From an optimization exercise on the open Yosys and OpenROAD flow, aimed at a short achievable clock period and few clock cycles; shortcuts taken in it are not production practice. Where RTL was checked, it was by simulation tests only, not by an equivalence proof against the original. Function not checked in runs 2 to 4: the RTL went through the layout flow alone. Power and IR drop assume default switching activity.

### flow/config.mk
export PLATFORM = sky130hd
export DESIGN_NAME = Mips
export DESIGN_NICKNAME = Mips
export VERILOG_FILES = /design/flow/design.v
export SDC_FILE = /design/flow/constraint.sdc
export NUM_CORES = 8
export LEC_CHECK = 0
export CAP_MARGIN = 20
export CORE_MARGIN = 2
export CORE_UTILIZATION = 40
export SLEW_MARGIN = 40
### flow/constraint.sdc
create_clock -name core_clock -period 15.0 [get_ports {clk}]
set_input_delay 3.0000 -clock core_clock [delete_from_list [all_inputs] [get_ports {clk}]]
set_output_delay 3.0000 -clock core_clock [all_outputs]
set_load 0.01 [all_outputs]
### flow/design.v
module Mips(
	input clk,
	input rst,
	output[31:0] imem_addr,
	input[31:0] imem_data,
	output[17:0] SRAM_ADDR,
	output[15:0] SRAM_WDATA,
	input[15:0] SRAM_RDATA,
	output SRAM_WE_N
);
localparam CIB = 4;               
localparam NCS = 1 << CIB;        
localparam CTB = 16 - CIB;        
localparam SBB = 2;               
localparam SBD = 1 << SBB;        
localparam [1:0] S_IDLE = 2'd0, S_ISSHI = 2'd1, S_CAPLO = 2'd2, S_CAPHI = 2'd3;
reg [31:0] pcf;
reg [31:0] ia_q;          
reg [15:0] btb_v;
reg [25:0] btb_tag [0:15];
reg [29:0] btb_tgt [0:15];
reg [2:0]  btb_ctr [0:15];
reg [7:0]  btb_dif [0:15];
reg [15:0] btb_xn;
reg        v2;
reg [31:0] pc2, seq2;
reg [21:0] seq2_p1, seq2_m1;    
reg        bh2, pt2;
reg [2:0]  bc2;
reg        vS;
reg [31:0] irS, pcS, seqS;
reg [9:0]  pdS;
reg [31:0] opA_S, opB_S;
reg        srcF_S;         
reg        bWA_S, bWB_S, bW2A_S, bW2B_S;
reg        bhS, ptS;
reg [2:0]  bcS;
reg        vD;
reg [31:0] irD, pcD, seqD;
reg [9:0]  pdD;
reg        bhD, ptD;
reg [2:0]  bcD;
reg [31:0] opA_D, opB_D;
reg        srcF_D;         
reg [31:0] opA_F, opB_F;   
reg        bWA_D, bWB_D;   
reg        bW2A_D, bW2B_D;  
reg        eA_r, eB_r;     
reg [31:0] rf [1:31];
reg [31:1] rfv;           
reg        vE;
reg [31:0] A_E, B_E, T_E;
reg [4:0]  rsE, rtE;
reg        uA_E, uB_E, uT_E;
reg [15:0] wE;
reg        cvE, heldMiss, specE;
reg [CTB-1:0] ctgE;
reg [31:0] cdE;
reg [4:0]  destE;
reg        weE, ldE, stE, bezE, bneE, jmpE, subE;
reg        cAdd_E, cAnd_E, cOr_E, cNor_E, cXor_E, cSll_E, cSra_E, cSrl_E;
reg        guessE, nzE;
reg [31:0] tgtE, seqE, pcE;
reg        bhE;
reg [2:0]  bcE;
reg [1:0]  mst;
reg        lbV, lbWe, lbFill, lbRdy;
reg [4:0]  lbDest;
reg [15:0] lbW;
reg [15:0] lo_cap;
reg [31:0] dataL;
localparam PFK = 15;
reg        pfV;
reg [3:0]  pfCnt;
reg [15:0] pfW, pfFA;
reg        pf_s1, pf_s2, pf_s3, pfDataV, pfCancel;
reg [15:0] pf_lo;
reg [31:0] pfData;
reg        bu_v, bu_w;
reg [3:0]  bu_i;
reg [25:0] bu_tag;
reg [29:0] bu_tgt;
reg [2:0]  bu_ctr;
reg [7:0]  bu_dif;
reg        bu_tk, bu_hit, bu_bne;
reg        weW, fillW;
reg [31:0] dataW, dataW2;
reg [4:0]  destW;
reg [15:0] waW;
reg [NCS-1:0]     cval;
reg [NCS*CTB-1:0] ctagF;
reg [NCS*32-1:0]  cdatF;
reg [15:0] sb_a [0:SBD-1];
reg [31:0] sb_d [0:SBD-1];
reg [SBB-1:0] sb_h, sb_t;
reg [SBB:0]   sb_n;
reg        sb_ph;
reg [17:0] sa;
reg [15:0] sw;
reg        swe_n;
assign imem_addr = ia_q;
assign SRAM_ADDR = sa;
assign SRAM_WDATA = sw;
assign SRAM_WE_N = swe_n;
wire [3:0]  fi = pcf[5:2];
wire        bhit = btb_v[fi] && (btb_tag[fi] == pcf[31:6]);
wire [2:0]  bctr = btb_ctr[fi];
wire        bpt = bhit && bctr[2] && !btb_xn[fi];
wire [31:0] pcf4 = pcf + 32'd4;
wire [31:0] npc = bpt ? {btb_tgt[fi], 2'b00} : pcf4;
function [9:0] predec(input [31:0] w);
	reg [5:0] op;
	begin
		op = w[31:26];
		predec[0] = (op == 6'd1) || (op == 6'd3) || (op == 6'd5) || (op == 6'd6) || (op == 6'd7) ||
		            (op == 6'd8) || (op == 6'd9) || (op == 6'd10) || (op == 6'd11) || (op == 6'd12);
		predec[1] = (op == 6'd32);
		predec[2] = (op == 6'd33);
		predec[3] = (op == 6'd36);
		predec[4] = (op == 6'd37);
		predec[5] = (op == 6'd40);
		predec[6] = (op == 6'd41);
		predec[7] = (op == 6'd42);
		predec[8] = (w[15:0] != 16'd0);
		predec[9] = (w[25:21] == w[20:16]);
	end
endfunction
wire [9:0] pdN = predec(imem_data);
wire [4:0] rsN = imem_data[25:21];
wire [4:0] rtN = imem_data[20:16];
wire [4:0] rsS = irS[25:21];
wire [4:0] rtS = irS[20:16];
wire [31:0] rfA_S = bWA_S ? dataW : bW2A_S ? dataW2 : srcF_S ? opA_F : opA_S;
wire [31:0] rfB_S = bWB_S ? dataW : bW2B_S ? dataW2 : srcF_S ? opB_F : opB_S;
wire [31:0] rdA_N = (rsN != 5'd0 && rfv[rsN]) ? rf[rsN] : 32'd0;
wire [31:0] rdB_N = (rtN != 5'd0 && rfv[rtN]) ? rf[rtN] : 32'd0;
wire bW2A_N = weW && destW == rsN && rsN != 5'd0;
wire bW2B_N = weW && destW == rtN && rtN != 5'd0;
wire [5:0] opF = imem_data[31:26];
wire isBezF = (opF == 6'd40);
wire isBneF = (opF == 6'd41);
wire stTakenF = imem_data[15] || (isBezF && rsN == 5'd0) || (isBneF && rsN != rtN);
wire shortF = (imem_data[15:7] == 9'h000) || (imem_data[15:7] == 9'h1FF);
wire rdF_fire = v2 && !pt2 && shortF && ((opF == 6'd42) ||
                ((isBezF || isBneF) && stTakenF && !bh2 && imem_data[15:0] != 16'd0));
wire [8:0]  tgtF_lo = {1'b0, seq2[9:2]} + {1'b0, imem_data[7:0]};
wire [21:0] upF = seq2[31:10];
wire [21:0] upF_p1 = seq2_p1;
wire [21:0] upF_m1 = seq2_m1;
wire [21:0] tgtF_hi = (tgtF_lo[8] && !imem_data[15]) ? upF_p1 :
                      (!tgtF_lo[8] && imem_data[15]) ? upF_m1 : upF;
wire [31:0] tgtF = {tgtF_hi, tgtF_lo[7:0], 2'b00};
wire ptF = pt2 || rdF_fire;
wire [5:0] opD = irD[31:26];
wire [4:0] rsD = irD[25:21];
wire [4:0] rtD = irD[20:16];
wire [4:0] rdD = irD[15:11];
wire [31:0] sxD = {{16{irD[15]}}, irD[15:0]};
wire isRD    = pdD[0];
wire isAddiD = pdD[1];
wire isSubiD = pdD[2];
wire isLdD   = pdD[3];
wire isStD   = pdD[4];
wire isBezD  = pdD[5];
wire isBneD  = pdD[6];
wire isJmpD  = pdD[7];
wire nzD     = pdD[8];      
wire sameD   = pdD[9];      
wire useA_D = isRD | isAddiD | isSubiD | isBezD | isBneD;    
wire useB_D = isRD | isBneD;                                 
wire [4:0] destD = isRD ? rdD : rtD;
wire weD = (isRD | isAddiD | isSubiD | isLdD) && (destD != 5'd0);
wire [31:0] tgtD = seqD + {sxD[29:0], 2'b00};
wire [31:0] rfA = bWA_D ? dataW : bW2A_D ? dataW2 : srcF_D ? opA_F : opA_D;
wire [31:0] rfB = bWB_D ? dataW : bW2B_D ? dataW2 : srcF_D ? opB_F : opB_D;
wire [17:0] ofsD = sxD[17:0] - 18'd1024;
wire [17:0] eaD = rfA[17:0] + ofsD;
wire [15:0] wD = eaD[17:2];
wire [CIB-1:0] ciD = wD[CIB-1:0];
wire hazD = (isLdD || isStD) &&
            ((vE && weE && rsD == destE) || (lbV && lbWe && rsD == lbDest));
wire [31:0] Af = A_E;
wire [31:0] Bf = B_E;
wire [31:0] Tf = T_E;
wire [31:0] sumE = Af + (subE ? ~Bf : Bf) + {31'd0, subE};
wire big = |Bf[31:5];
wire [4:0] sh = Bf[4:0];
wire [31:0] sllE = big ? 32'd0 : (Af << sh);
wire [31:0] srE = $signed({cSra_E & Af[31], Af}) >>> (big ? 6'd32 : {1'b0, sh});
wire [31:0] aluE = ({32{cAdd_E}} & sumE) |
                   ({32{cAnd_E}} & (Af & Bf)) |
                   ({32{cOr_E}}  & (Af | Bf)) |
                   ({32{cNor_E}} & ~(Af | Bf)) |
                   ({32{cXor_E}} & (Af ^ Bf)) |
                   ({32{cSll_E}} & sllE) |
                   ({32{cSra_E | cSrl_E}} & srE);
wire sboard = vE && lbV && lbWe &&
              ((uA_E && rsE == lbDest) || ((uB_E || uT_E) && rtE == lbDest));
wire takenE = jmpE | (bezE & (Af == 32'd0)) | (bneE & (Af != Bf));
wire mispE = vE && (bezE || bneE) && nzE && !sboard && (takenE != guessE);
wire [31:0] redirE = takenE ? tgtE : seqE;
wire ldEv = vE && ldE;
wire stEv = vE && stE;
wire [CIB-1:0] ciE = wE[CIB-1:0];
wire [CTB-1:0] ctE = wE[15:CIB];
wire chit = cvE && !heldMiss && (ctgE == ctE);
wire sb_full = (sb_n == SBD);
wire sb_empty = (sb_n == 0);
reg sbmatch;
integer k;
always @(*) begin
	sbmatch = 1'b0;
	for (k = 0; k < SBD; k = k + 1)
		if (((k - sb_h) & (SBD - 1)) < sb_n && sb_a[k] == wE) sbmatch = 1'b1;
end
wire ldMiss = ldEv && !chit;
wire ldAlloc = ldMiss && !sbmatch && (!lbV || lbRdy || mst == S_CAPHI);
wire st_wr = stEv && !sb_full && !sboard;
wire stallE = (ldMiss && !ldAlloc) || (stEv && sb_full) || sboard;
wire advE = !stallE;
wire e2w = vE && advE && weE && !ldMiss;
wire capNow = (mst == S_CAPHI);
wire lbToW = lbV && (lbRdy || capNow) && !e2w;
wire wn_we = e2w || (lbToW && lbWe);
wire [4:0] wn_dest = e2w ? destE : lbDest;
wire [31:0] wn_data = e2w ? (ldE ? cdE : aluE) : lbRdy ? dataL : {SRAM_RDATA, lo_cap};
wire cbyS = st_wr && ciE == ciD;
wire fill_we = fillW || pfDataV;
wire [15:0] fill_a = fillW ? waW : pfFA;
wire [31:0] fill_d = fillW ? dataW : pfData;
wire cbyF = fill_we && fill_a[CIB-1:0] == ciD;
wire [CIB-1:0] pI = rfA[CIB+1:2] ^ sxD[CIB+1:2];
wire [CIB-1:0] gI = rfA[CIB+1:2] & sxD[CIB+1:2];
wire c2I = (rfA[1] & sxD[1]) | ((rfA[1] ^ sxD[1]) & rfA[0] & sxD[0]);
reg [NCS-1:0] selD;
reg [CIB-1:0] jv, cyI;
reg           crvR;
reg [CTB-1:0] crtR;
reg [31:0]    crdR;
integer j;
always @(*) begin
	crvR = 1'b0;
	crtR = {CTB{1'b0}};
	crdR = 32'd0;
	for (j = 0; j < NCS; j = j + 1) begin
		jv = j;
		cyI = gI | (pI & ~jv);
		selD[j] = ((pI ^ jv) == {cyI[CIB-2:0], c2I});
		crvR = crvR | (selD[j] & cval[j]);
		crtR = crtR | ({CTB{selD[j]}} & ctagF[j*CTB +: CTB]);
		crdR = crdR | ({32{selD[j]}} & cdatF[j*32 +: 32]);
	end
end
wire          crvD = cbyS | cbyF | crvR;
wire [CTB-1:0] crtD = cbyS ? ctE : cbyF ? fill_a[15:CIB] : crtR;
wire [31:0]   crdD = cbyS ? Tf : cbyF ? fill_d : crdR;
wire p_hi = (mst == S_ISSHI);
wire p_new = ldAlloc;
wire spec_go;
wire sb_go = !(p_hi || p_new || spec_go) && !sb_empty;
wire sb_deq = sb_go && sb_ph;
wire pf_free = !(p_hi || p_new || spec_go || sb_go);
reg pfSbMatch;
always @(*) begin
	pfSbMatch = 1'b0;
	for (k = 0; k < SBD; k = k + 1)
		if (((k - sb_h) & (SBD - 1)) < sb_n && sb_a[k] == pfW) pfSbMatch = 1'b1;
end
wire pf_idle = !pf_s1 && !pf_s2 && !pf_s3 && !pfDataV;
wire pf_try = pfV && pfCnt != 4'd0 && pf_idle;
wire pf_lo_go = pf_try && !pfSbMatch && pf_free;
wire pf_skip = pf_try && pfSbMatch;
wire pf_hi_go = pf_s1 && pf_free;
wire pf_kill = st_wr && wE == pfFA;      
wire sb_enq = st_wr;
reg [1:0] mst_n;
always @(*) begin
	mst_n = mst;
	case (mst)
		S_ISSHI: mst_n = S_CAPLO;
		S_CAPLO: mst_n = S_CAPHI;
		default: mst_n = S_IDLE;
	endcase
	if (ldAlloc) mst_n = specE ? S_CAPLO : S_ISSHI;
end
wire accD = !vD || (advE && !hazD);
wire fetch_ok = !rst && (accD || (!vS && !v2));
wire goD = vD && advE && !hazD && !mispE;    
wire brD = (isBezD || isBneD) && nzD;
wire bneSame = isBneD && sameD;                       
wire eA = eA_r;                  
wire eB = eB_r && isBneD;        
wire useE = (eA || eB) && !bneSame;
wire lbHazB = lbV && lbWe && (rsD == lbDest || (isBneD && rtD == lbDest));
wire eAdd = cAdd_E;
wire eLog = cAnd_E | cOr_E | cNor_E | cXor_E;
wire eLd = ldE && chit;
wire [31:0] xD = eA ? rfB : rfA;    
wire [31:0] bxE = subE ? ~Bf : Bf;
wire [31:0] ppE = Af ^ bxE;
wire [31:0] ggE = Af & bxE;
wire [31:0] cyE = ggE | (ppE & ~xD);
wire eqAdd = ((ppE ^ xD) == {cyE[30:0], subE});
wire [31:0] logE = ({32{cAnd_E}} & (Af & Bf)) | ({32{cOr_E}} & (Af | Bf)) |
                   ({32{cNor_E}} & ~(Af | Bf)) | ({32{cXor_E}} & (Af ^ Bf));
wire eqLog = (logE == xD);
wire eqLd = (cdE == xD);
wire eqE_x = eAdd ? eqAdd : eLog ? eqLog : eqLd;
wire eqAdd0 = (ppE == {ggE[30:0], subE});
wire eqE_0 = eAdd ? eqAdd0 : eLog ? (logE == 32'd0) : (cdE == 32'd0);
wire eqE = isBezD ? eqE_0 : eqE_x;
wire eqR = isBezD ? (rfA == 32'd0) : (rfA == rfB);
wire eqD = bneSame | (useE ? eqE : eqR);
wire takenD = isBezD ? eqD : !eqD;
wire resD = brD && goD && !lbHazB && (!useE || eAdd || eLog || eLd);
wire rdD_fire = vD && isJmpD && !ptD;
wire mispD = resD && (takenD != ptD);
assign spec_go = vD && isLdD && !hazD && advE && !p_hi && !p_new;
wire [31:0] pcf_n = mispD ? (ptD ? seqD : tgtD) :
                    mispE ? redirE : rdD_fire ? tgtD : rdF_fire ? tgtF : fetch_ok ? npc : pcf;
integer i;
always @(posedge clk)
	ia_q <= pcf_n;
wire [4:0] rsNew = vS ? rsS : rsN;
wire [4:0] rtNew = vS ? rtS : rtN;
always @(posedge clk) begin
	if (advE) begin
		eA_r <= goD && weD && destD == rsNew;
		eB_r <= goD && weD && destD == rtNew;
	end else if (accD) begin
		eA_r <= vE && weE && destE == rsNew;
		eB_r <= vE && weE && destE == rtNew;
	end
end
always @(posedge clk or posedge rst) begin
	if (rst) begin
		pcf <= 32'd0;
		v2 <= 1'b0;
		vS <= 1'b0;
		vD <= 1'b0;
		ptD <= 1'b0;
	end else begin
		pcf <= pcf_n;
		v2 <= !mispE && !mispD && !rdD_fire && !rdF_fire && fetch_ok;
		if (mispE || mispD || rdD_fire)
			vS <= 1'b0;
		else if (accD)
			vS <= vS & v2;
		else if (v2)
			vS <= 1'b1;
		if (mispE)
			vD <= 1'b0;
		else if (accD) begin
			if (mispD || rdD_fire)
				vD <= 1'b0;
			else if (vS) begin
				vD <= 1'b1;
				ptD <= ptS;
			end else begin
				vD <= v2;
				ptD <= ptF;
			end
		end else if (rdD_fire)
			ptD <= 1'b1;
	end
end
always @(posedge clk) begin
	if (fetch_ok) begin
		pc2 <= pcf;
		seq2 <= pcf4;
		seq2_p1 <= pcf4[31:10] + 22'd1;
		seq2_m1 <= pcf4[31:10] - 22'd1;
		bh2 <= bhit;
		bc2 <= bctr;
		pt2 <= bpt;
	end
	opA_F <= rdA_N;
	opB_F <= rdB_N;
	opA_S <= rfA_S;
	opB_S <= rfB_S;
	if ((accD && vS) || (!accD && v2)) begin
		irS <= imem_data; pdS <= pdN; pcS <= pc2; seqS <= seq2; bhS <= bh2; bcS <= bc2; ptS <= ptF;
		srcF_S <= 1'b1;
		bWA_S <= wn_we && wn_dest == rsN;
		bWB_S <= wn_we && wn_dest == rtN;
		bW2A_S <= bW2A_N;
		bW2B_S <= bW2B_N;
	end else begin
		srcF_S <= 1'b0;
		bWA_S <= wn_we && wn_dest == rsS;
		bWB_S <= wn_we && wn_dest == rtS;
		bW2A_S <= 1'b0;
		bW2B_S <= 1'b0;
	end
	if (accD && vS) begin
		opA_D <= rfA_S;
		opB_D <= rfB_S;
		srcF_D <= 1'b0;
		bWA_D <= wn_we && wn_dest == rsS;
		bWB_D <= wn_we && wn_dest == rtS;
		bW2A_D <= 1'b0;
		bW2B_D <= 1'b0;
	end else if (accD) begin
		srcF_D <= 1'b1;
		bWA_D <= wn_we && wn_dest == rsN;
		bWB_D <= wn_we && wn_dest == rtN;
		bW2A_D <= bW2A_N;
		bW2B_D <= bW2B_N;
	end else begin
		opA_D <= rfA;
		opB_D <= rfB;
		srcF_D <= 1'b0;
		bWA_D <= wn_we && wn_dest == rsD;
		bWB_D <= wn_we && wn_dest == rtD;
		bW2A_D <= 1'b0;
		bW2B_D <= 1'b0;
	end
	if (accD) begin
		if (vS) begin
			irD <= irS; pdD <= pdS; pcD <= pcS; seqD <= seqS; bhD <= bhS; bcD <= bcS;
		end else begin
			irD <= imem_data; pdD <= pdN; pcD <= pc2; seqD <= seq2; bhD <= bh2; bcD <= bc2;
		end
	end
end
always @(posedge clk or posedge rst) begin
	if (rst)
		btb_v <= 16'd0;
	else if (bu_v && bu_w)
		btb_v[bu_i] <= 1'b1;
end
wire [7:0] bu_dif0 = btb_dif[bu_i];
wire [7:0] bu_next = {bu_dif[6:0], 1'b0} - bu_dif0;    
always @(posedge clk or posedge rst) begin
	if (rst)
		btb_xn <= 16'd0;
	else if (bu_v && bu_w)
		btb_xn[bu_i] <= bu_tk && bu_hit && bu_bne && bu_next == 8'd0 && bu_dif != bu_dif0;
end
always @(posedge clk) begin
	if (bu_v && bu_w) begin
		btb_tag[bu_i] <= bu_tag;
		btb_tgt[bu_i] <= bu_tgt;
		btb_ctr[bu_i] <= bu_ctr;
		btb_dif[bu_i] <= bu_dif;
	end
end
always @(posedge clk or posedge rst) begin
	if (rst)
		bu_v <= 1'b0;
	else
		bu_v <= vE && (bezE || bneE || jmpE) && advE;
end
always @(posedge clk) begin
	bu_i <= pcE[5:2];
	bu_tag <= pcE[31:6];
	bu_tgt <= tgtE[31:2];
	bu_w <= bhE || takenE;
	bu_dif <= Af[7:0] - Bf[7:0];
	bu_tk <= takenE;
	bu_hit <= bhE;
	bu_bne <= bneE;
	bu_ctr <= !bhE ? 3'd6 :
	          takenE ? ((bcE == 3'd7) ? 3'd7 : bcE + 3'd1) :
	                   ((bcE == 3'd0) ? 3'd0 : bcE - 3'd1);
end
always @(posedge clk or posedge rst) begin
	if (rst)
		rfv <= 31'd0;
	else if (weW)
		rfv[destW] <= 1'b1;
end
always @(posedge clk) begin
	if (weW)
		rf[destW] <= dataW;
end
always @(posedge clk or posedge rst) begin
	if (rst)
		vE <= 1'b0;
	else if (advE)
		vE <= goD;
end
always @(posedge clk) begin
	if (advE) begin
		A_E <= (wn_we && wn_dest == rsD) ? wn_data : rfA;
		B_E <= !useB_D ? sxD : (wn_we && wn_dest == rtD) ? wn_data : rfB;
		T_E <= (wn_we && wn_dest == rtD) ? wn_data : rfB;
		rsE <= rsD;
		rtE <= rtD;
		uA_E <= useA_D;
		uB_E <= useB_D;
		uT_E <= isStD;
		wE <= wD;
		specE <= spec_go;
		heldMiss <= 1'b0;
		destE <= destD;
		weE <= weD;
		ldE <= isLdD;
		stE <= isStD;
		bezE <= isBezD;
		bneE <= isBneD;
		jmpE <= isJmpD;
		subE <= (opD == 6'd3) || isSubiD;
		cAdd_E <= (opD == 6'd1) || (opD == 6'd3) || isAddiD || isSubiD;
		cAnd_E <= (opD == 6'd5);
		cOr_E <= (opD == 6'd6);
		cNor_E <= (opD == 6'd7);
		cXor_E <= (opD == 6'd8);
		cSll_E <= (opD == 6'd9) || (opD == 6'd10);
		cSra_E <= (opD == 6'd11);
		cSrl_E <= (opD == 6'd12);
		guessE <= resD ? takenD : ptD;
		nzE <= nzD;
		tgtE <= tgtD;
		seqE <= seqD;
		pcE <= pcD;
		bhE <= bhD;
		bcE <= bcD;
	end else begin
		if (wn_we && wn_dest == rsE) A_E <= wn_data;
		if (uB_E && wn_we && wn_dest == rtE) B_E <= wn_data;
		if (wn_we && wn_dest == rtE) T_E <= wn_data;
		specE <= 1'b0;
		heldMiss <= ldMiss;
		if (mispE) guessE <= takenE;
	end
	cvE <= crvD;
	ctgE <= crtD;
	cdE <= crdD;
end
always @(posedge clk or posedge rst) begin
	if (rst) begin
		mst <= S_IDLE;
		lbV <= 1'b0;
		lbRdy <= 1'b0;
	end else begin
		mst <= mst_n;
		if (ldAlloc) begin
			lbV <= 1'b1;
			lbRdy <= 1'b0;
		end else if (lbToW) begin
			lbV <= 1'b0;
			lbRdy <= 1'b0;
		end else if (capNow)
			lbRdy <= 1'b1;
	end
end
always @(posedge clk) begin
	if (mst == S_CAPLO) lo_cap <= SRAM_RDATA;
	if (capNow) dataL <= {SRAM_RDATA, lo_cap};
	if (ldAlloc) begin
		lbDest <= destE;
		lbWe <= weE;
		lbW <= wE;
		lbFill <= 1'b1;
	end else begin
		if (e2w && destE == lbDest) lbWe <= 1'b0;
		if (st_wr && ciE == lbW[CIB-1:0]) lbFill <= 1'b0;
	end
end
always @(posedge clk or posedge rst) begin
	if (rst) begin
		weW <= 1'b0;
		fillW <= 1'b0;
	end else begin
		weW <= wn_we;
		fillW <= lbToW && lbFill && !(st_wr && ciE == lbW[CIB-1:0]);
	end
end
always @(posedge clk) begin
	dataW <= wn_data;
	destW <= wn_dest;
	dataW2 <= dataW;
	waW <= lbW;
end
always @(posedge clk or posedge rst) begin
	if (rst) begin
		pfV <= 1'b0;
		pf_s1 <= 1'b0;
		pf_s2 <= 1'b0;
		pf_s3 <= 1'b0;
		pfDataV <= 1'b0;
	end else begin
		if (ldAlloc) pfV <= 1'b1;
		pf_s1 <= pf_lo_go;
		pf_s2 <= pf_hi_go;
		pf_s3 <= pf_s2;
		if (pf_s3)
			pfDataV <= !pfCancel && !pf_kill;
		else if (!fillW || pf_kill)
			pfDataV <= 1'b0;
	end
end
always @(posedge clk) begin
	if (ldAlloc) begin
		pfW <= wE + 16'd1;
		pfCnt <= PFK;
	end else if (pf_hi_go || pf_skip) begin
		pfW <= pfW + 16'd1;
		pfCnt <= pfCnt - 4'd1;
	end
	if (pf_lo_go) begin
		pfFA <= pfW;
		pfCancel <= st_wr && wE == pfW;
	end else if (pf_kill)
		pfCancel <= 1'b1;
	if (pf_s2) pf_lo <= SRAM_RDATA;
	if (pf_s3) pfData <= {SRAM_RDATA, pf_lo};
end
always @(posedge clk or posedge rst) begin
	if (rst)
		cval <= {NCS{1'b0}};
	else begin
		if (fill_we) cval[fill_a[CIB-1:0]] <= 1'b1;
		if (sb_enq) cval[ciE] <= 1'b1;
	end
end
always @(posedge clk) begin
	for (j = 0; j < NCS; j = j + 1) begin
		if (sb_enq && ciE == j) begin
			ctagF[j*CTB +: CTB] <= ctE;
			cdatF[j*32 +: 32] <= Tf;
		end else if (fill_we && fill_a[CIB-1:0] == j) begin
			ctagF[j*CTB +: CTB] <= fill_a[15:CIB];
			cdatF[j*32 +: 32] <= fill_d;
		end
	end
end
always @(posedge clk or posedge rst) begin
	if (rst) begin
		sb_h <= {SBB{1'b0}};
		sb_t <= {SBB{1'b0}};
		sb_n <= {(SBB+1){1'b0}};
		sb_ph <= 1'b0;
	end else begin
		if (sb_enq) sb_t <= sb_t + 1'b1;
		if (sb_deq) sb_h <= sb_h + 1'b1;
		sb_n <= sb_n + {{SBB{1'b0}}, sb_enq} - {{SBB{1'b0}}, sb_deq};
		if (sb_go) sb_ph <= ~sb_ph;
	end
end
always @(posedge clk) begin
	swe_n <= rst || !sb_go;
	sa <= p_hi ? {1'b0, lbW, 1'b1} :
	      p_new ? {1'b0, wE, specE} :
	      spec_go ? {1'b0, wD, 1'b0} :
	      sb_go ? {1'b0, sb_a[sb_h], sb_ph} :
	      pf_lo_go ? {1'b0, pfW, 1'b0} : {1'b0, pfFA, 1'b1};
end
always @(posedge clk) begin
	if (sb_enq) begin
		sb_a[sb_t] <= wE;
		sb_d[sb_t] <= Tf;
	end
	sw <= sb_ph ? sb_d[sb_h][31:16] : sb_d[sb_h][15:0];    
end
endmodule
### flow/flow/run.sh
#!/bin/bash
# Standard ORFS layout (the standard.sh), with timing repair aimed well
# below the 15 ns clock: repair_timing keeps working until the setup slack
# reaches SETUP_SLACK_MARGIN (10.8 ns below the 15 ns clock).
export SETUP_SLACK_MARGIN=10.8
bash standard.sh > standard.log 2>&1
### flow/standard.sh
#!/bin/bash
# synth_recipe.tcl (not shown) runs the flow's synth.tcl, then flattens the netlist and writes it again
# the make line also repeats each setting of config.mk as NAME=value (left out here)
make -C /OpenROAD-flow-scripts/flow DESIGN_CONFIG=/design/flow/config.mk WORK_HOME=/design/flow/orfs CLKGATE_MAP_FILE= SYNTH_SCRIPT=/design/flow/synth_recipe.tcl "${@:-finish}"
==> summary.txt, run 1 <==
Status
  • Run status: no timing/DRC/antenna violations

Logic synthesis
  • Commonest cells post-synth: edfxtp_1, nor2_1, a21oi_1, mux4_2, mux2i_1
  • Top cell type's share of synthesized area: 55.94%
  • Prevailing post-synth register cell: edfxtp_1
  • Cells after synthesis: 14264
  • Syn Area/Cell: 14.10 um^2
  • EDFF count, synth: 3746
  • Post-synthesis sequential element count: 4298
  • Synth unique cells: 108
  • Synth area leaders: edfxtp_1, mux4_2, dfxtp_1
  • Syn nets: 14600
  • Count leader, synth: edfxtp_1
  • Synthesized area: 201100 um^2
  • Synth async-reset ratio: 3.164%
  • Synth Warn #: 1
  • Post-synth top area cell: edfxtp_1
  • Sequential area share after synthesis: 61.77%

Placement
  • DP HPWL: 448500 um
  • Cell Count Post-Placement: 20467
  • Number of buffers added on ports: 115
  • RePlAce Congestion: 1.007

STA
  • Ratio of final minimum period to clock period: 33.05%
  • Worst Tran Pin Value: 0.9752 ns
  • Final Hold Vio Count: 0
  • Relative slew slack: 34.30%
  • Final min period: 4.957 ns
  • F_max: 0.2017 GHz
  • RSZ-0062 raised after global routing: true
  • TNS Setup: 0 ns
  • Final setup vio count: 0
  • Slew Limit Fails: 0
  • Clock Skews: 0.1278 ns

Critical path
  • Family with the most delay on the worst path: simple AND/OR/NAND/NOR gates
  • CP endpoint kind: flip-flop
  • CP max stage cell: or4_1
  • Crit path DAT: 5.94 ns
  • WP data required: 15.98 ns
  • Max FO, Critical Path: 8
  • CP startpoint kind: flip-flop
  • Critical path type: flip-flop to flip-flop
  • Crit path top cell by count: buf_12
  • Largest stage delay, worst path: 0.55 ns
  • Critical path buffers and inverters: 6
  • CP cell instances: buf_12 > buf_12 > buf_16 > mux2_2 > mux2i_1 > nor2_1 > a21oi_1 > o211ai_1 > or4_1 > nor4_2 > nand4_1 > a31o_4 > and4_4 > or2_4 > buf_12 > buf_12 > buf_16 > mux2i_4

Drt
  • Drt pass-1 iters: 8
  • Via/cell ratio: 6.381
  • Wire per inst: 35.73 um
  • Routed WL: 788400 um
  • Remaining DRCs: 0
  • Routed Antenna Nets: 0
  • Via count: 140804
  • 1st-iter DRT viols: 21793

Global routing
  • Antenna violations before repair: 55
  • Largest net degree at the start of global routing: 103
  • Global Route Usage Sum: 29.78%
  • Gr ovfl total: 0
  • First-pass GRT wire length: 1071000 um
  • Vias in the first global route: 132520

Power and ir drop
  • Cell leakage power: 0.08629 uW
  • Post-route total power: 36230 uW
  • Total power divided by cell area: 147.8 nW/um^2
  • Peak supply drop: 0.0001275 V

Floorplanning
  • Initial core utilization: 40.14%
  • Die X: 713.0 um
  • Die area: 508400 um^2
  • Row cnt: 260
  • Top Ports: 117
  • Die H: 713.0 um
  • CORE AREA: 501000 um^2

CTS
  • Reg clk slew, reported paths: 0.06 ns
  • Root buffer cell: clkbuf_16
  • Clk Latency, worst-skew pair: 1.13 ns
  • TritonCTS Buffers: 445
  • Sink Count: 4298
  • CTS tree: yes
  • H-tree Lvls: 5
  • Max Root-Sink Buffers: 4

Cells and area
  • Layout cells sized above 1: 27.66%
  • Area Growth Syn to Fin: 21.89%
  • Fin cells: 22066
  • Fin nets: 15301

Min path
  • Hold WC Path Type: flip-flop to flip-flop

Job
  • Max Cap Violations: 0
cell families (layout without fill, tap and decap cells):
group                    after synthesis  count (layout)  share of synthesized area (%)
flip-flops                          4298            4298                          61.77
AND/OR/NAND/NOR                     2913            2926                          6.564
AO/OA/AOI/OAI                       2786            2787                          8.714
multiplexers                        1926            1926                          15.20
buffers and inverters               1394            2479                          2.845
XOR/XNOR                             660             660                          2.875
adder cells (fa/ha/maj)              286             286                          2.033
other                                  1              23                       0.001865
report_power, final:
| group | switching (uW) | internal [uW] | total, uW |
|---|---|---|---|
| Sequential | 1410 | 14600 | 16000 |
| Combinational | 5340 | 3520 | 8860 |
| Clock | 4990 | 6400 | 11400 |
cell type report:
class | count | area (um^2)
Timing Repair Buffer | 1299 | 17220
Timing Repair inverter | 4 | 33.78
Tap cell | 6681 | 8359
Antenna cell | 22 | 55.05
Inverter | 331 | 1389
Multi-Input combinational cell | 8586 | 78650
Fill cell | 42289 | 255900
Clock inverter | 280 | 3052
Sequential cell | 4298 | 124500
Clock buffer | 565 | 11860
worst reg2reg max path: stages, from the launching register on:
cell and delay (ns):
dfxtp_4 0.42, buf_12 0.17, buf_12 0.15, buf_16 0.14, mux2_2 0.38, mux2i_1 0.33, nor2_1 0.16, a21oi_1 0.26
o211ai_1 0.12, or4_1 0.55, nor4_2 0.20, nand4_1 0.39, a31o_4 0.46, and4_4 0.22, or2_4 0.26, buf_12 0.16
buf_12 0.14, buf_16 0.15, mux2i_4 0.18
worst paths after layout:
path,startpoint,endpoint,slack (ns),depth (start not counted)
setup / recovery,srcF_D,pcf[2],10.04,18
hold / removal,pcE[13],bu_tag[7],0.33,0
setup reg to reg,srcF_D,pcf[2],10.04,18
hold reg to reg,pcE[13],bu_tag[7],0.33,0
max in group asynchronous,rst,pcf[2],11.06,4
min in group asynchronous,rst,mst[1],2.80,3
cell usage in the layout, fill, tap and decap left out, types with 91 or more instances in the layout:
master,synthesis,final
nand3_1,153,135
mux4_2,866,866
xnor2_1,357,332
a221oi_1,149,100
mux2i_1,757,669
nor2_4,0,128
o21ai_0,365,260
nand2_1,546,515
buf_16,0,119
inv_1,325,297
a21oi_1,1226,1116
a22o_1,108,108
clkbuf_1,747,94
a22oi_1,249,243
dfrtp_1,136,121
ha_1,218,192
dfxtp_1,416,327
clkinv_2,0,100
buf_12,4,167
clkbuf_16,0,470
buf_6,27,196
buf_4,16,646
a21oi_2,3,91
nand4_1,163,163
xor2_1,303,250
nor2_1,1401,1247
nor2b_1,104,96
edfxtp_1,3746,3746
mux2_2,292,236
per-stage QoR:
stage	utilization, %	hold WS (ns)	setup WS (ns)	instance area (um^2)
after floorplan	-	0.3233	8.196	202500
after global placement	42.10	0.3246	7.525	210900
after detailed placement	42.29	0.3259	7.529	211900
after CTS	48.03	0.3380	10.30	240600
after global routing	48.92	0.3395	10.12	245100
final	48.93	0.3333	10.04	245100
routing by layer:
layer	global-route usage (%)	part of all wire [%]	up-vias
met4	16.00	6.7	40
met5	0	0.034	-
met3	7.520	12	2380
met1	39.65	37	71898
met2	44.90	44	9828
li1	-	-	56658
state kept, by name (all words and copies together), names as in the netlist, 48 cells and up:
signal	count
btb_ctr	48
btb_dif	128
btb_tag	416
btb_tgt	480
cdatF	512
ctagF	192
rf	992
sb_a	64
sb_d	128
what timing repair did:
item,in CTS,in global routing
setup endpoints to repair,2291,923
gates cloned,136,25
setup buffers,428,128
gates resized for setup,1749,539
pin swaps,225,205
hold buffers,0,0
Testbench counts, summed over its fixed seeds: cycles 62,400.
==> inputs of run 2 (changes only) <==
--- a/flow/design.v
+++ b/flow/design.v
@@ -26,3 +26,2 @@
 reg [31:0] pc2, seq2;
-reg [21:0] seq2_p1, seq2_m1;    
 reg        bh2, pt2;
@@ -147,4 +146,4 @@
 wire [21:0] upF = seq2[31:10];
-wire [21:0] upF_p1 = seq2_p1;
-wire [21:0] upF_m1 = seq2_m1;
+wire [21:0] upF_p1 = upF + 22'd1;
+wire [21:0] upF_m1 = upF - 22'd1;
 wire [21:0] tgtF_hi = (tgtF_lo[8] && !imem_data[15]) ? upF_p1 :
@@ -318,4 +317,11 @@
 assign spec_go = vD && isLdD && !hazD && advE && !p_hi && !p_new;
-wire [31:0] pcf_n = mispD ? (ptD ? seqD : tgtD) :
-                    mispE ? redirE : rdD_fire ? tgtD : rdF_fire ? tgtF : fetch_ok ? npc : pcf;
+wire s_mD = mispD;
+wire s_mE = mispE;
+wire s_rD = rdD_fire && !mispE;
+wire s_rF = rdF_fire && !mispE && !mispD && !rdD_fire;
+wire s_nx = fetch_ok && !mispE && !mispD && !rdD_fire && !rdF_fire;
+wire s_hd = !(s_mD || s_mE || s_rD || s_rF || s_nx);
+wire [31:0] pcf_n = ({32{s_mD}} & (ptD ? seqD : tgtD)) | ({32{s_mE}} & redirE) |
+                    ({32{s_rD}} & tgtD) | ({32{s_rF}} & tgtF) |
+                    ({32{s_nx}} & npc) | ({32{s_hd}} & pcf);
 integer i;
@@ -370,4 +376,2 @@
 		seq2 <= pcf4;
-		seq2_p1 <= pcf4[31:10] + 22'd1;
-		seq2_m1 <= pcf4[31:10] - 22'd1;
 		bh2 <= bhit;
==> flow/flow/run.sh (replaced) <==
#!/bin/bash
# Standard ORFS layout (the standard.sh), with timing repair aimed well
# below the 15 ns clock: repair_timing keeps working until the setup slack
# reaches SETUP_SLACK_MARGIN (10.6 ns below the 15 ns clock).
export SETUP_SLACK_MARGIN=10.6
bash standard.sh > standard.log 2>&1
==> run 2 against run 1 <==
  * Via count fell by 5.1%
  * Utilization is 1.3 points lower
  * Clock power hardly changed
  * Sequential power fell by 3%
  * Largest cell class unchanged
  * Largest power group unchanged
==> summary.txt, run 2 <==
Status
  • Run status: no timing/DRC/antenna violations (unchanged)

Global routing
  • Vias in the first global route: 125909 (was 132520)
  • Antenna violations before repair: 60 (was 55)
  • Gr ovfl total: 0 (unchanged)
  • First-pass GRT wire length: 997300 um (was 1071000 um)
  • Largest net degree at the start of global routing: 85 (was 103)
  • Global Route Usage Sum: 27.98% (was 29.78%)

STA
  • Post-route setup slack: 9.547 ns (was 10.04 ns)
  • Final setup vio count: 0 (unchanged)
  • Relative slew slack: 5.848% (was 34.30%)
  • Worst Tran Pin Value: 1.409 ns (was 0.9752 ns)
  • TNS Setup: 0 ns (unchanged)
  • F_max: 0.1834 GHz (was 0.2017 GHz)
  • Slew Limit Fails: 0 (unchanged)
  • Final min period: 5.453 ns (was 4.957 ns)
  • Ratio of final minimum period to clock period: 36.35% (was 33.05%)
  • Final Hold Vio Count: 0 (unchanged)
  • Clock Skews: 0.1729 ns (was 0.1278 ns)
  • RSZ-0062 raised after global routing: true (unchanged)

Critical path
  • Reg-to-Reg End: pcf[22] (was pcf[2])
  • Worst setup endpoint: pcf[28] (was pcf[2])
  • CP startpoint kind: input pin (was flip-flop)
  • Largest stage delay, worst path: 0.54 ns (was 0.55 ns)
  • Crit path top cell by count: or4_4 (was buf_12)
  • Cell depth of the worst setup path: 17 (was 18)
  • CP startpoint: imem_data[0] (was srcF_D)
  • Max FO, Critical Path: 3 (was 8)
  • Worst r2r src: srcF_D (unchanged)
  • Crit path DAT: 6.42 ns (was 5.94 ns)
  • CP endpoint kind: flip-flop (unchanged)
  • Critical path type: input pin to flip-flop (was flip-flop to flip-flop)
  • Family with the most delay on the worst path: compound AO/OA/AOI/OAI gates (was simple AND/OR/NAND/NOR gates)
  • FF-to-FF setup slack: 9.93 ns (was 10.04 ns)
  • WP data required: 15.96 ns (was 15.98 ns)
  • Critical path buffers and inverters: 3 (was 6)
  • R2R cell count: 22 (was 18)
  • CP cell instances: buf_8 > ha_4 > fa_2 > a21o_1 > a21oi_2 > o21bai_4 > a2111oi_4 > buf_4 > buf_6 > o2111ai_4 > or4_4 > or4_4 > o21ai_4 > xnor2_2 > o32ai_2 > a21oi_1 > nand3_1 (was buf_12 > buf_12 > buf_16 > mux2_2 > mux2i_1 > nor2_1 > a21oi_1 > o211ai_1 > or4_1 > nor4_2 > nand4_1 > a31o_4 > and4_4 > or2_4 > buf_12 > buf_12 > buf_16 > mux2i_4)
  • CP max stage cell: or4_4 (was or4_1)

Placement
  • Post-place setup slack: 7.304 ns (was 7.529 ns)
  • Area after DPL: 208800 um^2 (was 211900 um^2)
  • DP HPWL: 437400 um (was 448500 um)
  • Number of buffers added on ports: 115 (unchanged)
  • RePlAce Congestion: 1.013 (was 1.007)

Power and ir drop
  • Total power divided by cell area: 147.7 nW/um^2 (was 147.8 nW/um^2)
  • Cell leakage power: 0.08225 uW (was 0.08629 uW)
  • Peak supply drop: 0.0001244 V (was 0.0001275 V)

Cells and area
  • Most frequent cells in the layout: edfxtp_1, nor2_1, a21oi_1, mux4_2, nand2_1 (was edfxtp_1, nor2_1, a21oi_1, mux4_2, mux2i_1)
  • Commonest non-fill, non-tap cell in the layout: edfxtp_1 (unchanged)
  • Final core area utilization: 47.66% (was 48.93%)
  • Reg with most FFs: rf (unchanged)
  • Cell area after layout: 235100 um^2 (was 245100 um^2)
  • Area Growth Syn to Fin: 18.85% (was 21.89%)
  • Layout cells sized above 1: 25.07% (was 27.66%)
  • Fin nets: 14570 (was 15301)
  • Largest registers: rf (992), cdatF (512), btb_tgt (480) (unchanged)
  • Largest register FFs: 992 (unchanged)

Drt
  • Routed Antenna Nets: 0 (unchanged)
  • 1st-iter DRT viols: 20040 (was 21793)
  • Routed WL: 732200 um (was 788400 um)
  • Via count: 133614 (was 140804)
  • Via/cell ratio: 6.311 (was 6.381)
  • Drt pass-1 iters: 6 (was 8)
  • Wire per inst: 34.59 um (was 35.73 um)
  • Remaining DRCs: 0 (unchanged)

Floorplanning
  • CORE AREA: 493300 um^2 (was 501000 um^2)
  • Row cnt: 258 (was 260)
  • Die H: 707.2 um (was 713.0 um)
  • Initial core utilization: 40.10% (was 40.14%)
  • Top Ports: 117 (unchanged)
  • Die X: 707.2 um (was 713.0 um)
  • Die area: 500100 um^2 (was 508400 um^2)

CTS
  • Max Root-Sink Buffers: 4 (unchanged)
  • Clk Latency, worst-skew pair: 1.13 ns (about the same)
  • CTS tree: yes (unchanged)
  • H-tree Lvls: 5 (unchanged)
  • Reg clk slew, reported paths: 0.06 ns (about the same)
  • Sink Count: 4255 (was 4298)
  • TritonCTS Buffers: 450 (was 445)
  • Root buffer cell: clkbuf_16 (unchanged)

Logic synthesis
  • Synth unique cells: 97 (was 108)
  • Commonest cells post-synth: edfxtp_1, nor2_1, a21oi_1, mux4_2, clkbuf_1 (was edfxtp_1, nor2_1, a21oi_1, mux4_2, mux2i_1)
  • Post-synthesis sequential element count: 4255 (was 4298)
  • EDFF count, synth: 3703 (was 3746)
  • Post-synth top area cell: edfxtp_1 (unchanged)
  • Syn nets: 14172 (was 14600)
  • Prevailing post-synth register cell: edfxtp_1 (unchanged)
  • Synth area leaders: edfxtp_1, mux4_2, dfxtp_1 (unchanged)
  • Count leader, synth: edfxtp_1 (unchanged)
  • Top cell type's share of synthesized area: 56.22% (was 55.94%)
  • Synthesized area: 197800 um^2 (was 201100 um^2)
  • Synth Warn #: 1 (unchanged)
  • Cells after synthesis: 13837 (was 14264)
  • Sequential area share after synthesis: 62.15% (was 61.77%)
  • Syn Area/Cell: 14.29 um^2 (was 14.10 um^2)
  • Synth async-reset ratio: 3.196% (was 3.164%)

Min path
  • Hold WC Path Type: flip-flop to flip-flop (unchanged)

Job
  • Max Cap Violations: 0 (unchanged)
-- run 2: cell types whose count changed in the layout (fill, tap and decap cells not counted), sizes merged, moves of 43 or more --
cell	change
buf	-306
a221oi	-46
a21oi	-122
mux2i	-196
clkbuf	+55
xor2	+63
nor2	-147
edfxtp	-43
xnor2	-87
mux4	+76
-- run 2: per-stage QoR --
stage	hold slack, ns	power, uW	instances
floorplan	0.3233	19030	13837
global placement	0.3248	22230	19835
detailed placement	0.3269	22300	19868
CTS	0.3370	34310	20970
global route	0.3458	35620	21148
finish	0.3371	34720	21170
-- run 2: how the worst min path moves through the flow --
stage                     depth (start not counted)    start  slack [ns]    endpoint
after global placement                            0  pcE[31]        0.32  bu_tag[25]
final                                             0  pcE[16]        0.34  bu_tag[10]
after global routing                              0  pcE[16]        0.35  bu_tag[10]
after CTS                                         0  pcE[16]        0.34  bu_tag[10]
after floorplan                                   0   pcE[2]        0.32     bu_i[0]
after detailed placement                          0  pcE[19]        0.33  bu_tag[13]
-- run 2: final cells by class --
cell class,count,area (um^2)
Fill cell,42016,258200
Sequential cell,4255,123100
Multi-Input combinational cell,8199,74530
Clock buffer,602,12590
Timing Repair Buffer,987,12300
Tap cell,6500,8133
Clock inverter,252,2899
Inverter,340,1375
Antenna cell,33,82.58
Timing Repair inverter,2,17.52
-- run 2: where the power goes --
part	internal (uW)	switching, uW	total, uW
clock network	6700	4930	11600
logic	2870	4600	7470
registers	14300	1270	15600
-- run 2: timing repair --
| action | in CTS | in global routing |
|---|---|---|
| gates resized for setup | 1099 | 431 |
| pin swaps | 104 | 143 |
| setup endpoints to repair | 1519 | 836 |
| buffers inserted | 193 | 122 |
| hold buffers | 0 | 0 |
| gates cloned | 55 | 36 |
-- run 2: worst register-to-register path, stage by stage (launching register included) --
cell and delay [ns]:
dfxtp_4 0.42, buf_12 0.16, buf_12 0.13, buf_16 0.13, mux2_4 0.33, mux2i_4 0.19, a221o_1 0.34, inv_2 0.07
fa_1 0.56, xor2_2 0.16, nand4_1 0.15, nor4_2 0.30, nand3_1 0.09, nand3b_1 0.12, a31oi_2 0.07, a311oi_4 0.32
buf_12 0.18, mux2i_4 0.29, buf_12 0.16, or2_4 0.26, buf_12 0.17, o21ai_2 0.06, a2111o_1 0.37
-- run 2: metal layers --
metal / GRT usage (%) / wire length (um) / up-vias
met5: 0 / 328 / -
met2: 42.74 / 328300 / 8440
met4: 10.85 / 33920 / 28
met3: 6.227 / 82220 / 1527
li1: - / - / 54560
met1: 39.04 / 287500 / 69059
-- run 2: logic make-up (layout without fill, tap and decap cells) --
group	after synthesis	count (layout)	synth area share (%)
flops	4255	4255	62.15
simple gates	2755	2756	6.315
compound gates	2722	2723	8.726
mux	1798	1798	15.25
buf+inv	1385	2183	2.677
xor+xnor	636	636	2.816
fa+ha+maj	285	285	2.061
other cells	1	34	0.001896
==> inputs of run 3 (changes only) <==
==> flow/flow/run.sh (replaced) <==
#!/bin/bash
# Standard ORFS layout (the standard.sh), with timing repair aimed well
# below the 15 ns clock: repair_timing keeps working until the setup slack
# reaches SETUP_SLACK_MARGIN (10.8 ns below the 15 ns clock).
export SETUP_SLACK_MARGIN=10.8
bash standard.sh > standard.log 2>&1
==> run 3 against run 2 <==
  * Clock-buffer cell count increased by 14
  * Highest routed layer unchanged
  * Setup slack improved by 0.15 ns
  * Wire length rose by 5.9%
  * Clock power hardly changed
  * Synthesized cell count unchanged
==> summary.txt, run 3 <==
STA
  • Final min period: 5.304 ns (was 5.453 ns)
  • Final Hold Vio Count: 0 (unchanged)
  • Hold_ws: 0.3302 ns (was 0.3371 ns)
  • Final setup vio count: 0 (unchanged)
  • TNS Setup: 0 ns (unchanged)
  • F_max: 0.1885 GHz (was 0.1834 GHz)
  • Slew Limit Fails: 0 (unchanged)
  • Worst Tran Pin Value: 1.311 ns (was 1.409 ns)
  • RSZ-0062 raised after global routing: true (unchanged)
  • Clock Skews: 0.1018 ns (was 0.1729 ns)
  • Relative slew slack: 12.57% (was 5.848%)
  • Ratio of final minimum period to clock period: 35.36% (was 36.35%)

Floorplanning
  • Die X: 707.2 um (unchanged)
  • Initial core utilization: 40.10% (unchanged)
  • Die H: 707.2 um (unchanged)
  • Row cnt: 258 (unchanged)
  • Top Ports: 117 (unchanged)
  • Die area: 500100 um^2 (unchanged)
  • CORE AREA: 493300 um^2 (unchanged)

Logic synthesis
  • XOR/XNOR Fraction of Synth Area: 2.816% (unchanged)
  • Synthesized area: 197800 um^2 (unchanged)
  • Top cell type's share of synthesized area: 56.22% (unchanged)
  • Synth area leaders: edfxtp_1, mux4_2, dfxtp_1 (unchanged)
  • Cells after synthesis: 13837 (unchanged)
  • Post-synthesis sequential element count: 4255 (unchanged)
  • Mux cell area share after synthesis: 15.25% (unchanged)
  • Compound-Gate Fraction of Synth Area: 8.726% (unchanged)
  • Synth async-reset ratio: 3.196% (unchanged)
  • Count leader, synth: edfxtp_1 (unchanged)
  • Syn Area/Cell: 14.29 um^2 (unchanged)
  • Largest family of logic cells by synthesized area: multiplexers (unchanged)
  • Synth Area in Simple Gates: 6.315% (unchanged)
  • Syn nets: 14172 (unchanged)
  • Synth Warn #: 1 (unchanged)
  • Post-Synth Adder-Cell Area: 2.061% (unchanged)
  • Sequential area share after synthesis: 62.15% (unchanged)
  • Post-synth top area cell: edfxtp_1 (unchanged)
  • Prevailing post-synth register cell: edfxtp_1 (unchanged)
  • Synth unique cells: 97 (unchanged)
  • EDFF count, synth: 3703 (unchanged)
  • Commonest cells post-synth: edfxtp_1, nor2_1, a21oi_1, mux4_2, clkbuf_1 (unchanged)

Placement
  • Number of buffers added on ports: 115 (unchanged)
  • RePlAce Congestion: 1.002 (was 1.013)
  • Area after DPL: 208800 um^2 (about the same)
  • DP HPWL: 442600 um (was 437400 um)

Cells and area
  • Cell area after layout: 242900 um^2 (was 235100 um^2)
  • Fin nets: 14978 (was 14570)
  • Largest register FFs: 992 (unchanged)
  • Area Growth Syn to Fin: 22.80% (was 18.85%)
  • Layout cells sized above 1: 29.15% (was 25.07%)
  • Reg with most FFs: rf (unchanged)
  • Filler Cells Inserted: 41222 (was 42016)
  • Largest registers: rf (992), cdatF (512), btb_tgt (480) (unchanged)
  • Commonest non-fill, non-tap cell in the layout: edfxtp_1 (unchanged)
  • Most frequent cells in the layout: edfxtp_1, nor2_1, a21oi_1, mux4_2, buf_4 (was edfxtp_1, nor2_1, a21oi_1, mux4_2, nand2_1)

Drt
  • Remaining DRCs: 0 (unchanged)
  • Routed Antenna Nets: 0 (unchanged)
  • Routed WL: 775300 um (was 732200 um)
  • 1st-iter DRT viols: 22244 (was 20040)
  • Wire per inst: 35.96 um (was 34.59 um)
  • Drt pass-1 iters: 9 (was 6)
  • Via/cell ratio: 6.405 (was 6.311)
  • Via count: 138075 (was 133614)

CTS
  • CTS tree: yes (unchanged)
  • TritonCTS Buffers: 445 (was 450)
  • Sink Count: 4255 (unchanged)
  • Max Root-Sink Buffers: 4 (unchanged)
  • Root buffer cell: clkbuf_16 (unchanged)
  • Clk Latency, worst-skew pair: 1.08 ns (was 1.13 ns)
  • H-tree Lvls: 5 (unchanged)
  • Reg clk slew, reported paths: 0.07 ns (was 0.06 ns)

Power and ir drop
  • Clk pwr share: 32.1% (was 33.5%)
  • Peak supply drop: 0.0001341 V (was 0.0001244 V)
  • Cell leakage power: 0.08518 uW (was 0.08225 uW)
  • Post-route total power: 35080 uW (was 34720 uW)
  • Total power divided by cell area: 144.4 nW/um^2 (was 147.7 nW/um^2)
  • Part of the power in registers: 44.4% (was 45.0%)
  • Comb pwr share: 23.5% (was 21.5%)
  • Switch Pwr: 11020 uW (was 10800 uW)
  • Sw Share: 31.42% (was 31.11%)
  • Cell Int Power: 24050 uW (was 23920 uW)

Global routing
  • First-pass GRT wire length: 1037000 um (was 997300 um)
  • Global Route Usage Sum: 29.28% (was 27.98%)
  • Vias in the first global route: 128485 (was 125909)
  • Gr ovfl total: 0 (unchanged)
  • Antenna violations before repair: 42 (was 60)
  • Largest net degree at the start of global routing: 75 (was 85)

Critical path
  • R2R cell count: 18 (was 22)
  • Largest stage delay, worst path: 0.48 ns (was 0.54 ns)
  • CP endpoint kind: flip-flop (unchanged)
  • CP cell instances: buf_8 > ha_4 > fa_2 > a21o_1 > a21oi_2 > o21bai_2 > a2111oi_4 > o2111ai_2 > or4_4 > or3_4 > o21ai_2 > xnor2_1 > o21ai_1 > a2111o_1 (was buf_8 > ha_4 > fa_2 > a21o_1 > a21oi_2 > o21bai_4 > a2111oi_4 > buf_4 > buf_6 > o2111ai_4 > or4_4 > or4_4 > o21ai_4 > xnor2_2 > o32ai_2 > a21oi_1 > nand3_1)
  • WP data required: 15.91 ns (was 15.96 ns)
  • CP max stage cell: or4_4 (unchanged)
  • FF-to-FF setup slack: 9.80 ns (was 9.93 ns)
  • Critical path type: input pin to flip-flop (unchanged)
  • Critical path buffers and inverters: 1 (was 3)
  • Cell depth of the worst setup path: 14 (was 17)
  • Crit path DAT: 6.22 ns (was 6.42 ns)
  • CP startpoint kind: input pin (unchanged)
  • Family with the most delay on the worst path: compound AO/OA/AOI/OAI gates (unchanged)
  • Max FO, Critical Path: 5 (was 3)

Status
  • Run status: no timing/DRC/antenna violations (unchanged)

Job
  • Max Cap Violations: 0 (unchanged)

Min path
  • Hold depth: 0 (unchanged)
  • Hold WC Path Type: flip-flop to flip-flop (unchanged)
run 3: cell counts after synthesis:
Identical to the previous run, type by type.
run 3: power groups by stage:
stage          clock, uW  combinational, uW  sequential (uW)
5_1_grt            11800               8500            15600
6_report           11300               8240            15600
3_5_place_dp           0               6460            15800
3_3_place_gp           0               6370            15900
2_1_floorplan          0               3810            15200
4_1_cts            11300               7530            15500
run 3: worst reg2reg max path, cell delays in order, from the launching register on:
cell and delay (ns):
edfxtp_1 0.64, inv_1 0.15, ha_2 0.41, a22oi_1 0.43
nand2_1 0.35, o21ai_0 0.53, xor2_1 0.12, nor4_1 0.33
and4_1 0.30, a31oi_4 0.12, a311oi_4 0.27, buf_12 0.17
mux2i_4 0.28, buf_12 0.16, or2_4 0.15, buf_12 0.13
buf_16 0.14, o211ai_1 0.10, a221o_1 0.30
run 3: per-layer routing:
layer | up-vias | share of wire (%) | global-route usage, % | routed length [um]
li1 | 55465 | - | - | -
met1 | 70773 | 38 | 40.05 | 292700
met2 | 9692 | 44 | 44.63 | 343300
met3 | 2133 | 11 | 5.867 | 88810
met4 | 12 | 6.5 | 14.59 | 50350
met5 | - | 0.011 | 0 | 84
run 3: path summary, 6_finish.rpt:
kind,to,start
setup / recovery,pcf[26],imem_data[0]
hold / removal,bu_tag[9],pcE[15]
setup reg to reg,ia_q[17],B_E[5]
hold reg to reg,bu_tag[9],pcE[15]
max in group asynchronous,vS,rst
min in group asynchronous,cval[4],rst
run 3: cell type report:
| type | count | area [um^2] | share of cell area, % |
|---|---|---|---|
| clock inverter | 226 | 2266 | 0.9329 |
| timing repair buffer | 1390 | 18160 | 7.479 |
| sequential | 4255 | 123100 | 50.70 |
| tap | 6500 | 8133 | 3.348 |
| antenna | 19 | 47.55 | 0.01957 |
| inverter | 340 | 1439 | 0.5924 |
| clock buffer | 616 | 12490 | 5.142 |
| multi-input combinational | 8209 | 77180 | 31.77 |
| timing repair inverter | 2 | 27.53 | 0.01133 |
run 3: cell families (layout without fill, tap and decap cells):
family | count (synthesis) | count (layout)
AOI/OAI and AO/OA | 2722 | 2727
xor gates and xnor gates | 636 | 636
adders and majority gates | 285 | 285
buffers and inverters | 1385 | 2574
DFF | 4255 | 4255
muxes | 1798 | 1798
other | 1 | 20
and+or+nand+nor | 2755 | 2762
run 3: through the flow:
step / worst slack [ns] / util [%] / std cells
final: 9.696 / 49.24 / 21557
after global routing: 9.618 / 49.24 / 21545
after CTS: 9.682 / 47.80 / 21202
after detailed placement: 7.759 / 42.32 / 19868
after global placement: 7.586 / 42.15 / 19835
after floorplan: 8.599 / - / 13837
run 3: timing repair:
action | 4_1_cts | 5_1_grt
resized for setup | 1575 | 743
gates cloned | 117 | 56
setup buffers | 375 | 270
endpoints found under the hold margin | 0 | 0
hold buffers | 0 | 0
endpoints found under the setup margin | 1625 | 810
pin swaps | 215 | 334
==> inputs of run 4 (changes only) <==
--- a/flow/design.v
+++ b/flow/design.v
@@ -26,2 +26,3 @@
 reg [31:0] pc2, seq2;
+reg [21:0] seq2_p1, seq2_m1;    
 reg        bh2, pt2;
@@ -146,4 +147,4 @@
 wire [21:0] upF = seq2[31:10];
-wire [21:0] upF_p1 = upF + 22'd1;
-wire [21:0] upF_m1 = upF - 22'd1;
+wire [21:0] upF_p1 = seq2_p1;
+wire [21:0] upF_m1 = seq2_m1;
 wire [21:0] tgtF_hi = (tgtF_lo[8] && !imem_data[15]) ? upF_p1 :
@@ -297,14 +298,21 @@
 wire [31:0] xD = eA ? rfB : rfA;    
-wire [31:0] bxE = subE ? ~Bf : Bf;
-wire [31:0] ppE = Af ^ bxE;
-wire [31:0] ggE = Af & bxE;
-wire [31:0] cyE = ggE | (ppE & ~xD);
-wire eqAdd = ((ppE ^ xD) == {cyE[30:0], subE});
-wire [31:0] logE = ({32{cAnd_E}} & (Af & Bf)) | ({32{cOr_E}} & (Af | Bf)) |
-                   ({32{cNor_E}} & ~(Af | Bf)) | ({32{cXor_E}} & (Af ^ Bf));
-wire eqLog = (logE == xD);
-wire eqLd = (cdE == xD);
-wire eqE_x = eAdd ? eqAdd : eLog ? eqLog : eqLd;
-wire eqAdd0 = (ppE == {ggE[30:0], subE});
-wire eqE_0 = eAdd ? eqAdd0 : eLog ? (logE == 32'd0) : (cdE == 32'd0);
+function sumEq(input [31:0] a, input [31:0] b, input cin, input [31:0] x);
+	reg [31:0] p, cy;
+	begin
+		p = a ^ b;
+		cy = (a & b) | (p & ~x);
+		sumEq = ((p ^ x) == {cy[30:0], cin});
+	end
+endfunction
+wire [31:0] andE = Af & Bf;
+wire [31:0] orE = Af | Bf;
+wire [31:0] xorE = Af ^ Bf;
+wire eqAddX = sumEq(Af, Bf, 1'b0, xD);
+wire eqSubX = sumEq(Af, ~Bf, 1'b1, xD);
+wire eqAdd0 = sumEq(Af, Bf, 1'b0, 32'd0);
+wire eqSub0 = sumEq(Af, ~Bf, 1'b1, 32'd0);
+wire eqLogX = cAnd_E ? (andE == xD) : cOr_E ? (orE == xD) : cNor_E ? (orE == ~xD) : (xorE == xD);
+wire eqLog0 = cAnd_E ? (andE == 32'd0) : cOr_E ? (orE == 32'd0) : cNor_E ? (&orE) : (xorE == 32'd0);
+wire eqE_x = eAdd ? (subE ? eqSubX : eqAddX) : eLog ? eqLogX : (cdE == xD);
+wire eqE_0 = eAdd ? (subE ? eqSub0 : eqAdd0) : eLog ? eqLog0 : (cdE == 32'd0);
 wire eqE = isBezD ? eqE_0 : eqE_x;
@@ -317,11 +325,4 @@
 assign spec_go = vD && isLdD && !hazD && advE && !p_hi && !p_new;
-wire s_mD = mispD;
-wire s_mE = mispE;
-wire s_rD = rdD_fire && !mispE;
-wire s_rF = rdF_fire && !mispE && !mispD && !rdD_fire;
-wire s_nx = fetch_ok && !mispE && !mispD && !rdD_fire && !rdF_fire;
-wire s_hd = !(s_mD || s_mE || s_rD || s_rF || s_nx);
-wire [31:0] pcf_n = ({32{s_mD}} & (ptD ? seqD : tgtD)) | ({32{s_mE}} & redirE) |
-                    ({32{s_rD}} & tgtD) | ({32{s_rF}} & tgtF) |
-                    ({32{s_nx}} & npc) | ({32{s_hd}} & pcf);
+wire [31:0] pcf_n = mispD ? (ptD ? seqD : tgtD) :
+                    mispE ? redirE : rdD_fire ? tgtD : rdF_fire ? tgtF : fetch_ok ? npc : pcf;
 integer i;
@@ -376,2 +377,4 @@
 		seq2 <= pcf4;
+		seq2_p1 <= pcf4[31:10] + 22'd1;
+		seq2_m1 <= pcf4[31:10] - 22'd1;
 		bh2 <= bhit;
==> flow/flow/run.sh (replaced) <==
#!/bin/bash
# Standard ORFS layout (the standard.sh), with timing repair aimed well
# below the 15 ns clock: repair_timing keeps working until the setup slack
# reaches SETUP_SLACK_MARGIN (10.6 ns below the 15 ns clock).
export SETUP_SLACK_MARGIN=10.6
bash standard.sh > standard.log 2>&1
==> run 4 against run 3 <==
  * Sequential power about the same
  * Critical endpoint is now ia_q[19]
  * Largest cell class unchanged
  * Non-clock buffer count decreased by 297
  * Clock power about the same
  * First-iteration DRC count shrank 5.0%
  * Utilization decreased by 1.8 points
  * Critical path type is now flip-flop to flip-flop
  * Maximum frequency shrank 1.3%
  * Flip-flop and latch count increased by 43
  * Clock-buffer cell count up 7
  * Sequential share of layout area grew 1.6 points
==> summary.txt, run 4 <==
Critical path
  • Critical path type: flip-flop to flip-flop (was input pin to flip-flop)
  • CP startpoint kind: flip-flop (was input pin)
  • Max FO, Critical Path: 7 (was 5)
  • WP data required: 15.95 ns (was 15.91 ns)
  • Crit path DAT: 6.32 ns (was 6.22 ns)
  • Worst r2r src: srcF_D (was B_E[5])
  • FF-to-FF setup slack: 9.63 ns (was 9.80 ns)
  • R2R cell count: 22 (was 18)

STA
  • Clock Skews: 0.1152 ns (was 0.1018 ns)
  • Final min period: 5.373 ns (was 5.304 ns)
  • RSZ-0062 raised after global routing: true (unchanged)
  • TNS Setup: 0 ns (unchanged)
  • Relative slew slack: 30.89% (was 12.57%)
  • Final setup vio count: 0 (unchanged)
  • Slew Limit Fails: 0 (unchanged)
  • Ratio of final minimum period to clock period: 35.82% (was 35.36%)
  • Post-route setup slack: 9.627 ns (was 9.696 ns)
  • F_max: 0.1861 GHz (was 0.1885 GHz)
  • Worst Tran Pin Value: 1.008 ns (was 1.311 ns)

Logic synthesis
  • EDFF count, synth: 3746 (was 3703)
  • Mux cell area share after synthesis: 14.59% (was 15.25%)
  • XOR/XNOR Fraction of Synth Area: 3.463% (was 2.816%)
  • Compound-Gate Fraction of Synth Area: 8.780% (was 8.726%)
  • Synthesized area: 201500 um^2 (was 197800 um^2)
  • Count leader, synth: edfxtp_1 (unchanged)
  • Largest family of logic cells by synthesized area: multiplexers (unchanged)
  • Synth Area in Simple Gates: 6.680% (was 6.315%)
  • Sequential area share after synthesis: 61.65% (was 62.15%)
  • Prevailing post-synth register cell: edfxtp_1 (unchanged)

Drt
  • Routed WL: 769100 um (was 775300 um)
  • 1st-iter DRT viols: 21141 (was 22244)
  • Via/cell ratio: 6.337 (was 6.405)
  • Routed Antenna Nets: 0 (unchanged)
  • Wire per inst: 35.34 um (was 35.96 um)
  • Drt pass-1 iters: 7 (was 9)
  • Remaining DRCs: 0 (unchanged)

Status
  • Run status: no timing/DRC/antenna violations (unchanged)

Placement
  • Cell Count Post-Placement: 20437 (was 19868)
  • RePlAce Congestion: 0.9702 (was 1.002)
  • DP HPWL: 451200 um (was 442600 um)
  • Number of buffers added on ports: 115 (unchanged)

Cells and area
  • Largest registers: rf (992), cdatF (512), btb_tgt (480) (unchanged)
  • Largest register FFs: 992 (unchanged)
  • Layout cells sized above 1: 24.22% (was 29.15%)
  • Reg with most FFs: rf (unchanged)
  • Fin nets: 15031 (was 14978)
  • Commonest non-fill, non-tap cell in the layout: edfxtp_1 (unchanged)
  • Most frequent cells in the layout: edfxtp_1, nor2_1, a21oi_1, mux4_2, buf_4 (unchanged)
  • Fin cells: 21763 (was 21557)
  • Filler Cells Inserted: 43093 (was 41222)
  • Area Growth Syn to Fin: 18.14% (was 22.80%)

Global routing
  • Vias in the first global route: 130112 (was 128485)
  • Largest net degree at the start of global routing: 111 (was 75)
  • First-pass GRT wire length: 1038000 um (was 1037000 um)
  • Antenna violations before repair: 38 (was 42)

Power and ir drop
  • Total power divided by cell area: 148.0 nW/um^2 (was 144.4 nW/um^2)
  • Peak supply drop: 0.0001517 V (was 0.0001341 V)
  • Cell leakage power: 0.08321 uW (was 0.08518 uW)
  • Post-route total power: 35240 uW (was 35080 uW)

CTS
  • Max Root-Sink Buffers: 4 (unchanged)
  • CTS tree: yes (unchanged)
  • Sink Count: 4298 (was 4255)
  • Root buffer cell: clkbuf_16 (unchanged)
  • Reg clk slew, reported paths: 0.06 ns (was 0.07 ns)

Min path
  • Hold depth: 0 (unchanged)
  • Hold Crit Start: pcE[7] (was pcE[15])

Floorplanning
  • Die H: 713.8 um (was 707.2 um)
  • Die X: 713.8 um (was 707.2 um)
  • Top Ports: 117 (unchanged)
  • CORE AREA: 501600 um^2 (was 493300 um^2)

Job
  • Max Cap Violations: 0 (unchanged)
run 4: timing repair:
item                                    in CTS  in global routing
cloned                                      49                 51
buffers inserted                           187                159
hold buffers                                 0                  0
endpoints found under the setup margin    1204                750
pin swaps                                   74                117
gates resized for setup                    905                396
run 4: worst max path at each step:
stage                      endpoint  slack [ns]  depth (start not counted)
final                      ia_q[19]        9.63                         22
after floorplan           opA_F[10]        9.51                         14
after detailed placement    pcf[30]        7.74                         15
after CTS                   pcf[31]        9.66                         21
after global routing       ia_q[19]        9.62                         22
after global placement    opA_F[16]        7.49                          8
run 4: cell families after synthesis:
family,count (synthesis)
flops,4298
simple gates,2907
xor+xnor,795
mux,1771
compound gates,2744
buf+inv,1331
other cells,1
fa+ha+maj,318
run 4: critical path, cell delays in order, from the launching register on:
cell	delay, ns
dfxtp_4	0.38
buf_12	0.14
buf_4	0.20
mux2i_1	0.39
nand2_1	0.12
o21ai_2	0.11
buf_6	0.23
inv_1	0.10
fa_2	0.63
xnor2_1	0.11
nor4_2	0.41
nand4_1	0.17
nor4_2	0.30
a221oi_1	0.14
o211a_1	0.27
or4_4	0.46
and4b_4	0.26
nor2_4	0.12
buf_12	0.14
buf_4	0.15
buf_16	0.15
o311ai_1	0.10
o21ai_1	0.17
run 4: power by group:
group	internal (uW)	leakage (uW)	switching, uW
registers	14600	0.0395	1180
logic	3080	0.0364	4990
clock network	6510	0.00733	4920
total	24100	0.0832	11100
run 4: layout make-up:
type	instances	area [um^2]	share of cell area, %
clock buffers	623	12510	5.254
clock inverters	228	2530	1.063
repair inverters	3	33.78	0.01419
well taps	6681	8359	3.512
diodes	18	45.04	0.01892
inverters	278	1144	0.4804
repair buffers	1093	12770	5.365
flip-flops and latches	4298	124400	52.27
multi-input cells	8541	76240	32.03
run 4: metrics by stage:
stage / cell area (um^2) / hold slack, ns
floorplan: 202600 / 0.3233
global placement: 212100 / 0.3276
detailed placement: 213000 / 0.3285
CTS: 233600 / 0.3363
global route: 238000 / 0.3456
finish: 238100 / 0.3381
run 4: layer usage:
metal / up-vias / GRT usage [%] / share of wire (%) / wire length (um)
li1: 56084 / - / - / -
met1: 70272 / 38.06 / 37 / 286700
met2: 9370 / 44.96 / 45 / 346700
met3: 2172 / 6.182 / 11 / 87250
met4: 22 / 13.93 / 6.3 / 48310
met5: - / 0 / 0.032 / 248

Setup slack of run 4, layout unchanged: 9.627 ns with ideal ports, 9.627 ns with driving cells assumed (clock clkbuf_16, inputs buf_2), 8.763 ns with port delays also shifted by the 1.143 ns mid clock arrival.
